This is an optimization exercise on Yosys and OpenROAD, whose aim is small area, a short achievable clock period and few clock cycles per item, not a production implementation. Function was checked by simulation only, so behaviour that the tests miss may differ from the original. Power figures rest on the tool's default switching activity, not on a simulated workload.

==> design.v <==
module multdiv(data_operandA, data_operandB, ctrl_MULT, ctrl_DIV, clock, reset,
               data_result, data_exception, data_resultRDY);
    input [31:0] data_operandA, data_operandB;
    input ctrl_MULT, ctrl_DIV, clock, reset;
    output [31:0] data_result;
    output data_exception, data_resultRDY;
    reg st_first, st_mul, st_div, st_inc, done;
    reg mult, neg, prev, bzero, zres, big;
    reg [4:0] cnt, lB;
    reg [5:0] lA;
    reg [33:0] x, y;
    reg [31:0] z;
    reg s_y, s_2y, sub, cin, azero;
    wire start = ctrl_MULT | ctrl_DIV;
    function [5:0] slen;
        input [31:0] v;
        reg [31:0] hi;
        integer i;
        begin
            hi[31] = 1'b0;
            for (i = 30; i >= 0; i = i - 1)
                hi[i] = hi[i+1] | v[i+1];
            slen = 6'd0;
            for (i = 0; i < 32; i = i + 1)
                slen = slen | ((v[i] & ~hi[i]) ? i + 1 : 0);
        end
    endfunction
    wire sa = data_operandA[31], sb = data_operandB[31];
    wire [30:0] nA = data_operandA[30:0] ^ {31{sa}};
    wire [30:0] nB = data_operandB[30:0] ^ {31{sb}};
    wire [5:0] lA_in = slen((ctrl_DIV & sa) ? {nA, 1'b1} : {1'b0, nA});
    wire [5:0] lB_in = slen({1'b0, nB[30:1], nB[0] | ctrl_DIV});
    wire ys = y[33], zs = z[31];
    wire zlong = mult & ({1'b0, lB} > lA);
    wire bz = ~|z;
    wire [5:0] sdiff = lA - {1'b0, lB};
    wire dzero = bz | sdiff[5];
    wire [4:0] shamt = mult ? 5'd0 : sdiff[4:0];
    wire [33:0] opb = ({34{s_y}} & y) | ({34{s_2y}} & {y[32:0], 1'b0});
    wire [33:0] ax = azero ? 34'd0 : x;
    wire [33:0] sum = ax + (opb ^ {34{sub}}) + {33'd0, cin};
    wire qbit = ~sum[33];
    wire mswap = st_first & zlong;          
    wire dfirst = st_first & ~mult;
    wire mlast = (&z[31:1]) | ~|z[31:1];
    wire dlast = cnt == 5'd0;
    wire [31:0] qf = {z[30:0] ^ {31{neg}}, qbit | neg};
    wire [33:0] zal = {{2{zs}}, z} << shamt;
    wire [33:0] x_nx = (st_div & dlast)    ? {2'b00, qf} : sum;
    wire [33:0] y_nx = start               ? {{2{sa}}, data_operandA} :
                       st_div              ? {ys, y[33:1]} :
                       (dfirst | mswap)    ? zal : {y[31:0], 2'b00};
    wire [31:0] z_nx = (st_div & ~start)   ? {z[30:0], qbit} :
                       start               ? data_operandB :
                       dfirst              ? 32'd0 :
                       mswap               ? y[31:0] : {{2{zs}}, z[31:2]};
    wire prev_nx = ~start & ~mswap & z[1];
    wire z1n = start ? data_operandB[1] : mswap ? y[1] : z[3];
    wire z0n = start ? data_operandB[0] : mswap ? y[0] : z[2];
    wire pn  = ~start & ~mswap & z[1];
    wire d_one = z0n ^ pn;
    wire d_two = (z1n & ~z0n & ~pn) | (~z1n & z0n & pn);
    wire d_neg = z1n & ~(z0n & pn);
    wire dsub = ~(sum[33] ^ ys);            
    wire dmid = st_div & ~dlast & ~start;
    reg s_y_nx, s_2y_nx, sub_nx, cin_nx;
    always @* begin
        if (start & ctrl_DIV) begin          
            s_y_nx = 1'b1; s_2y_nx = 1'b0; sub_nx = sa; cin_nx = sa;
        end else if (dfirst) begin           
            s_y_nx = 1'b1; s_2y_nx = 1'b0; sub_nx = ~zs; cin_nx = ~zs;
        end else if (st_div & dlast) begin   
            s_y_nx = 1'b0; s_2y_nx = 1'b0; sub_nx = 1'b0; cin_nx = 1'b1;
        end else if (st_div) begin
            s_y_nx = 1'b1; s_2y_nx = 1'b0; sub_nx = 1'b0; cin_nx = 1'b0;
        end else begin
            s_y_nx = d_one; s_2y_nx = d_two; sub_nx = d_neg; cin_nx = d_neg;
        end
    end
    always @(posedge clock) begin
        x <= x_nx;
        y <= y_nx;
        z <= z_nx;
        prev <= prev_nx;
        azero <= start | mswap;
        s_y  <= s_y_nx;
        s_2y <= s_2y_nx;
        sub  <= dmid ? dsub : sub_nx;
        cin  <= dmid ? dsub : cin_nx;
        if (start) begin
            mult <= ctrl_MULT;
            neg  <= sa ^ sb;
            lA   <= lA_in;
            lB   <= lB_in[4:0];
        end
        if (st_first) begin
            big   <= (lA + {1'b0, lB}) > 6'd33;
            zres  <= dfirst & dzero;
            bzero <= bz;
            cnt   <= sdiff[4:0];
        end else if (st_div)
            cnt <= cnt - 5'd1;
    end
    always @(posedge clock) begin
        if (reset) begin
            st_first <= 1'b0;
            st_mul   <= 1'b0;
            st_div   <= 1'b0;
            st_inc   <= 1'b0;
            done     <= 1'b0;
        end else begin
            st_first <= start;
            st_mul   <= ~start & ((st_first & mult & (zlong | ~mlast)) | (st_mul & ~mlast));
            st_div   <= ~start & ((dfirst & ~dzero) | (st_div & ~dlast));
            st_inc   <= ~start & st_div & dlast & neg & ~qbit;
            done     <= ~start & ((st_first & mult & ~zlong & mlast) | (st_mul & mlast) |
                                  (dfirst & dzero) | (st_div & dlast & (~neg | qbit)) | st_inc);
        end
    end
    assign data_resultRDY = done;
    assign data_result    = x[31:0] & {32{~zres}};
    assign data_exception = mult ? (big | ~((&x[33:31]) | ~|x[33:31])) : bzero;
endmodule
==> flow/run.sh <==
#!/bin/bash
# Standard layout, with the ports buffered by a small plain buffer instead
# of the delay cell buffer_ports picks by default.
set -euo pipefail
bash standard.sh "BUFFER_PORTS_ARGS=-buffer_cell sky130_fd_sc_hd__buf_1" finish > standard.log 2>&1
==> standard.sh <==
#!/bin/bash
# synth_recipe.tcl (not shown) runs the flow's synth.tcl, then flattens the netlist and writes it again
# the make line also repeats each setting of config.mk as NAME=value (left out here)
make -C /OpenROAD-flow-scripts/flow DESIGN_CONFIG=/design/flow/config.mk WORK_HOME=/design/flow/orfs CLKGATE_MAP_FILE= SYNTH_SCRIPT=/design/flow/synth_recipe.tcl "${@:-finish}"
==> config.mk <==
export PLATFORM = sky130hd
export DESIGN_NAME = multdiv
export DESIGN_NICKNAME = multdiv
export VERILOG_FILES = /design/flow/design.v
export SDC_FILE = /design/flow/constraint.sdc
export NUM_CORES = 4
export LEC_CHECK = 0
export CAP_MARGIN = 10
export CORE_MARGIN = 2
export CORE_UTILIZATION = 40
export CTS_BUF_LIST = sky130_fd_sc_hd__clkbuf_4 sky130_fd_sc_hd__clkbuf_8
export CTS_CLUSTER_SIZE = 24
export SETUP_SLACK_MARGIN = 2.3
export SLEW_MARGIN = 10
==> constraint.sdc <==
create_clock -name core_clock -period 6.0 [get_ports {clock}]
set_input_delay 1.2000 -clock core_clock [delete_from_list [all_inputs] [get_ports {clock}]]
set_output_delay 1.2000 -clock core_clock [all_outputs]
set_load 0.01 [all_outputs]
==> flow_summary.yaml, run 1 <==
status:
  outcome: "no timing/DRC/antenna violations"
global_route:
  grt_max_degree: 85
  overflow: 0
  track_usage: 0.261
  grt_pass1_wl_mm: 63.5
  antenna_found_initial: 0
  grt_pass1_vias: 11200
setup_path:
  r2r_start: "lA[0]"
  criticalPathCategory: "register to register"
  r2r_slack_ns: 2.42
  slowest_stage: "nor2_1"
  start_kind: "register"
  rr_worst_depth: 12
  crit_buf_inv: 3
  critPathCaptureType: "register"
  arrival_ns: 3.91
  critPathLaunch: "lA[0]"
  cp.required_ns: 6.32
  worstPathCellList: "inv_1 > ha_1 > inv_1 > fa_1 > inv_1 > nor2_1 > nor3_1 > a21oi_1 > mux2i_1 > a221o_1 > o211ai_1 > o21ai_0"
  worstReg2RegEnd: "y[13]"
  crit_family: "compound AO/OA/AOI/OAI gates"
  crit_top_cell: "inv_1"
  slowest_delay_ns: 0.81
  path_max_fanout: 12
job:
  drv_cap: 0
drt:
  drt-pass1-iter-count: 9
  drc_errors: 0
  wl_met1_mm: 18.3
  num_vias: 12200
  top_layer_used: "met4"
  met2_length_mm: 19.3
  drt_iter0_drc: 1241
  wl_mm: 42.2
  wl_per_cell_um: 21.0
  ant_nets: 0
  routed-wl-met3_mm: 3.03
  viasPerCell: 6.06
layout:
  layout.cells.non_filler: 2013
  area_growth_pct: 10.4
  layout.cells.most_common: "nand2_1"
  post-route-util: 0.449
  drive_above_1_share: 0.0832
  final_cell_mix: "nand2_1 (135), nor2_1 (134), a21oi_1 (131), mux2i_1 (127), o21ai_0 (116)"
  n_antenna_cell: 0
  fin_area_um2: 13300
  fin_nets: 1727
cts:
  clock-root-buffer: "clkbuf_8"
  clockBufferDepth: 2
  clkLatencyLatePin_ns: 0.46
  clkTransAtPathRegs_ns: 0.09
  cts_num_sinks: 131
  cts_buffers: 17
  cts_tree: "yes"
  htreeDepth: 4
  cts_hold_buf: 0
floorplanning:
  core_um2: 29600
  num_rows: 63
  dieArea_um2: 31500
  io_pins: 102
  initial_utilization: 0.406
  die_w_um: 178
  fp.dieH_um: 178
hold_path:
  worstHoldStart: "st_mul"
  hold_class: "register to register"
  min_to: "st_mul"
  worstHoldPathCells: 2
placed_design:
  io_buffers: 101
  dpl.hpwl_mm: 31.0
  placed_area_um2: 12600
  place_ws_ns: 1.97
  placed_cells: 1959
  gp_congestion: 0.982
synth:
  avgSynthCellArea_um2: 7.62
  ys_seq_area_frac: 0.237
  synth_cells: 1580
  syn-num-nets: 1697
  yosys_warnings: 1
  ys_async_sr_fraction: 0
  ys_types: 76
  synth_seq_cells: 131
  synth_flop_cell: "dfxtp_1"
  synth_area_um2: 12000
  synth_edf_count: 23
power:
  power.leakage_nw: 5.36
  p_per_area_nw_per_um2: 317
  ir_drop_mv: 0.144
sta:
  slew_viol_final: 0
  fin_skew_ns: 0.0166
  slew_headroom: 0.228
  max_freq_mhz: 279
  tns_ns: 0
  period_share: 0.597
  worstMarginPinSlew_ns: 1.16
  setup_viol: 0
  layout_min_cycle_time_ns: 3.58
  rsz0062_at_grt: "yes"
  worst_slack_ns: 2.42
  finalHoldViolCount: 0
[worst reg2reg max path: cells and delay by family, from the launching register on]
family                   cells  cell delay [ns]
adder cells (fa/ha/maj)      2             0.64
buffers and inverters        3             0.20
flip-flops                   1             0.40
AO/OA/AOI/OAI                4             1.04
AND/OR/NAND/NOR              2             0.93
multiplexers                 1             0.25
[logic make-up after synthesis]
| family | count (synthesis) | synth area share |
|---|---|---|
| fa+ha+maj | 49 | 0.0534 |
| simple gates | 482 | 0.188 |
| compound gates | 493 | 0.267 |
| xor+xnor | 107 | 0.0778 |
| mux | 141 | 0.120 |
| buf+inv | 177 | 0.0577 |
| flops | 131 | 0.237 |
[worst max-delay path by stage]
| stage | end | slack [ns] | cells after the start |
|---|---|---|---|
| after floorplan | x[32] | 2.41 | 17 |
| after global placement | y[5] | 2.00 | 16 |
| after detailed placement | y[4] | 1.97 | 16 |
| after CTS | y[4] | 2.28 | 16 |
| after global routing | x[32] | 2.23 | 17 |
| final | y[13] | 2.42 | 12 |
[repair_timing]
item                                    4_1_cts  5_1_grt
pin swaps                                     1       19
gates resized for setup                       9       34
endpoints found under the setup margin       36       35
gates cloned                                  0        2
setup buffers                                 1       19
[state kept, by name, indices dropped and copies added, names as in the netlist, 5 cells and up]
name / cells
y: 34
x: 34
lA: 6
z: 32
cnt: 5
lB: 5
[synthesized netlist by cell type (45+ instances only)]
cell      count  area (um2)
nand2_1     135         507
mux2i_1     127        1270
xnor2_1      62         543
o21ai_0     119         596
inv_1        46         173
ha_1         45         563
dfxtp_1     108        2160
nor2b_1      75         469
xor2_1       45         394
clkbuf_1     98         368
a21oi_1     132         661
nor2_1      137         514
[power breakdown]
part | internal [W] | switching, W | total (W)
Clock | 0.000414 | 0.000398 | 0.000812
Combinational | 0.000889 | 0.00119 | 0.00208
Sequential | 0.00110 | 0.000224 | 0.00132
[layout make-up]
cell class	count	area, um2
fillers	3052	16300
multi-input cells	1273	8620
flip-flops and latches	131	2870
repair buffers	140	732
well taps	390	488
clock buffers	17	234
clock inverters	15	180
inverters	47	176
[per-stage QoR]
| step | power [W] | hold WS (ns) |
|---|---|---|
| final | 0.00421 | 0.549 |
| after global routing | 0.00446 | 0.567 |
| after CTS | 0.00411 | 0.547 |
| after detailed placement | 0.00328 | 0.535 |
| after global placement | 0.00327 | 0.529 |
| after floorplan | 0.00274 | 0.489 |
[metal layers]
layer / track usage / vias up
li1: - / 5788
met1: 0.353 / 5794
met2: 0.419 / 530
met3: 0.0373 / 94
met4: 0.105 / 0
met5: 0 / -
Testbench counts, summed over its fixed seeds: cycles 28,660, ops 3,200.
==> run 2, diff against run 1 <==
==> flow/run.sh (replaced) <==
#!/bin/bash
# Standard layout, with the ports buffered by a small plain buffer instead
# of the delay cell buffer_ports picks by default, and gates off the critical
# paths downsized after global routing.
set -euo pipefail
bash standard.sh "BUFFER_PORTS_ARGS=-buffer_cell sky130_fd_sc_hd__buf_2" \
    "POST_GLOBAL_ROUTE_TCL=$(pwd)/flow/recover.tcl" finish > standard.log 2>&1
==> flow/recover.tcl (new file) <==
# After global routing's timing repair: downsize gates off the critical paths
# while keeping the setup margin the repair aimed for.
global_route -start_incremental
repair_timing -recover_power 100 -setup_margin $::env(SETUP_SLACK_MARGIN) -verbose
detailed_placement
global_route -end_incremental
--- a/config.mk
+++ b/config.mk
@@ -5,10 +5,10 @@
 export SDC_FILE = /design/flow/constraint.sdc
 export NUM_CORES = 4
 export LEC_CHECK = 0
-export CAP_MARGIN = 10
+export CAP_MARGIN = 20
 export CORE_MARGIN = 2
 export CORE_UTILIZATION = 40
 export CTS_BUF_LIST = sky130_fd_sc_hd__clkbuf_4 sky130_fd_sc_hd__clkbuf_8
 export CTS_CLUSTER_SIZE = 24
 export SETUP_SLACK_MARGIN = 2.3
-export SLEW_MARGIN = 10
+export SLEW_MARGIN = 20
==> flow_summary.yaml, run 2 <==
status:
  outcome: "failed layout checks"
  so_faults: "max-capacitance violations, max-slew violations"
synth:
  yosysMostFrequentCell: "nor2_1"
  ys_types: 76
  syn-num-nets: 1697
  yosys_warnings: 1
  synth_top_area_frac: 0.179
  synth_seq_cells: 131
  synth_area_um2: 12000
  synth_simple_gate_area_frac: 0.188
  avgSynthCellArea_um2: 7.62
  ys_async_sr_fraction: 0
  yosys-top-cells-area: "dfxtp_1 (18%), mux2i_1 (11%), edfxtp_1 (5.7%)"
  synth_cells: 1580
  synth_xor_area_frac: 0.0778
  ys_top_cells_by_count: "nor2_1 (137), nand2_1 (135), a21oi_1 (132)"
  synth_top_family_by_area: "compound AO/OA/AOI/OAI gates"
  yosys.area.top_type: "dfxtp_1"
  synth_compound_area_frac: 0.267
  synth_mux_area_frac: 0.120
  ys_seq_area_frac: 0.237
  synth_edf_count: 23
  synth_flop_cell: "dfxtp_1"
  synthAdderAreaFrac: 0.0534
sta:
  setup_viol: 0
  period_share: 0.748
  layout_min_cycle_time_ns: 4.49
  slew_viol_final: 113
  finalHoldViolCount: 0
  fin_skew_ns: 0.0144
  worstMarginPinSlew_ns: 2.30
  max_freq_mhz: 223
  slew_headroom: -0.530
  worst_slack_ns: 1.51
  tns_ns: 0
drt:
  drt_iter0_drc: 1255
  wl_mm: 42.6
  drc_errors: 0
  drt-pass1-iter-count: 6
  ant_nets: 0
  wl_per_cell_um: 21.2
  viasPerCell: 5.99
  num_vias: 12000
layout:
  fin_nets: 1723
  n_antenna_cell: 0
  area_growth_pct: 9.64
  final_cell_mix: "a21oi_1 (135), nor2_1 (134), nand2_1 (134), mux2i_1 (127), o21ai_0 (120)"
  regArea_um2: 2870
  top_regs: "x: 34 flops, y: 34 flops, z: 32 flops"
  layout.cells.most_common: "a21oi_1"
  layout.cells.non_filler: 2009
  num-fill-cells: 3112
  multi_input_area_um2: 8510
  post-route-util: 0.446
  fin_area_um2: 13200
  drive_above_1_share: 0.103
global_route:
  antenna_found_initial: 0
  grt_pass1_wl_mm: 64.1
  grt_pass1_vias: 11100
  use_met3: 0.0379
  overflow: 0
  use_met1: 0.352
  gr-usage-met2: 0.421
  track_usage: 0.266
  grt.busiest_layer: "met2"
  grt_max_degree: 60
cts:
  clock-root-buffer: "clkbuf_8"
  clkLatencyLatePin_ns: 0.46
  postCtsSetupBuffers: 2
  clockBufferDepth: 2
  cts_buffers: 17
  clkTransAtPathRegs_ns: 0.09
  htreeDepth: 4
  cts_hold_buf: 0
  cts_resized: 11
  cts_num_sinks: 131
  cts_tree: "yes"
floorplanning:
  fp.dieH_um: 178
  io_pins: 102
  die_w_um: 178
  dieArea_um2: 31500
  core_um2: 29600
  num_rows: 63
  initial_utilization: 0.406
job:
  drv_cap: 3
setup_path:
  cp.required_ns: 6.37
  start_kind: "register"
  arrival_ns: 4.86
  path_max_fanout: 17
  criticalPathCategory: "register to register"
  critPathCaptureType: "register"
placed_design:
  place_ws_ns: 1.85
  placed_area_um2: 12700
  placed_cells: 1957
  gp_congestion: 0.972
  dpl.hpwl_mm: 31.2
  io_buffers: 101
power:
  p_per_area_nw_per_um2: 315
  ir_drop_mv: 0.154
  power.leakage_nw: 5.49
hold_path:
  hold_class: "register to register"
-- run 2: cell count changes in the layout (fill, tap and decap cells not counted), sizes merged --
cell	previous run	this run
clkbuf	20	62
inv	51	47
buf	137	94
clkinv	4	8
clkinvlp	4	2
nor2	139	138
-- run 2: worst paths after layout --
kind / start / end / slack (ns) / depth (start not counted)
min reg2reg: st_mul / st_mul / 0.55 / 2
max reg2reg: s_y / done / 1.51 / 14
max: s_y / done / 1.51 / 14
min: st_mul / st_mul / 0.55 / 2
-- run 2: report_power, final --
group / switching [W] / leakage [nW] / internal [W]
sequential: 0.000232 / 1.13 / 0.00110
clock: 0.000384 / 0.202 / 0.000419
combinational: 0.00116 / 4.15 / 0.000871
total: 0.00178 / 5.49 / 0.00239
-- run 2: stage by stage --
step | total power [W] | hold slack (ns)
floorplan | 0.00274 | 0.489
global placement | 0.00329 | 0.521
detailed placement | 0.00330 | 0.533
CTS | 0.00412 | 0.545
finish | 0.00417 | 0.546
-- run 2: kinds of logic after synthesis --
| group | count (synthesis) |
|---|---|
| buffers and inverters | 177 |
| muxes | 141 |
| AOI/OAI and AO/OA | 493 |
| adders and majority gates | 49 |
| DFF | 131 |
| and+or+nand+nor | 482 |
| xor gates and xnor gates | 107 |
-- run 2: area by class of cell --
type / count / share of cell area
multi-input combinational: 1272 / 0.645
sequential: 131 / 0.217
timing repair buffer: 137 / 0.0569
tap: 390 / 0.0369
clock buffer: 19 / 0.0189
inverter: 47 / 0.0134
clock inverter: 13 / 0.0122
-- run 2: layer usage --
metal / vias up / wire (um) / part of all wire
li1: 5791 / - / -
met1: 5641 / 18500 / 0.43
met2: 495 / 19000 / 0.45
met3: 109 / 2920 / 0.068
met4: 2 / 2140 / 0.050
met5: - / 91 / 0.0021
-- run 2: critical path, cell delays in order (launching register included) --
cell	delay [ns]
dfxtp_1	0.43
clkbuf_1	0.57
a22oi_1	0.24
xnor2_1	0.27
ha_1	0.28
a211oi_1	0.23
o21ai_0	0.25
o2111ai_1	0.36
a21oi_1	0.23
a21boi_0	0.33
o21ai_2	0.15
o41ai_4	0.40
xnor2_2	0.20
a21o_1	0.22
a211oi_1	0.23

separate check: timing with driven ports:
How much do the figures lean on ideal ports? The routed layouts below were timed once more, with nothing changed but the port constraints.
Step 1 (the two cells are an assumption about what drives the block):
set clk [get_ports {clock}]
set_driving_cell -lib_cell sky130_fd_sc_hd__clkbuf_16 $clk
set_driving_cell -lib_cell sky130_fd_sc_hd__buf_2 [delete_from_list [all_inputs] $clk]
Step 2 moves the port delays by t, midway between the first and last clock arrival at a register: inputs arrive t later, outputs are due t later. That takes back most of the time a late clock gives input paths.
Slacks: no drivers / after step 1 / after step 2; pairs: no drivers / after step 1.
| run | t (ns) | slack for setup (ns) | hold WS [ns] | pins driven straight from the clock port |
|---|---|---|---|---|
| run 1 | 0.497 | 2.416 / 2.416 / 2.050 | 0.549 / 0.549 / 0.549 | 1 |
| run 2 | 0.506 | 1.510 / 1.510 / 1.071 | 0.546 / 0.546 / 0.546 | 1 |
The setup slack of run 2, which loses most, moves by 0.000 ns with the drivers and by -0.439 ns with both steps.
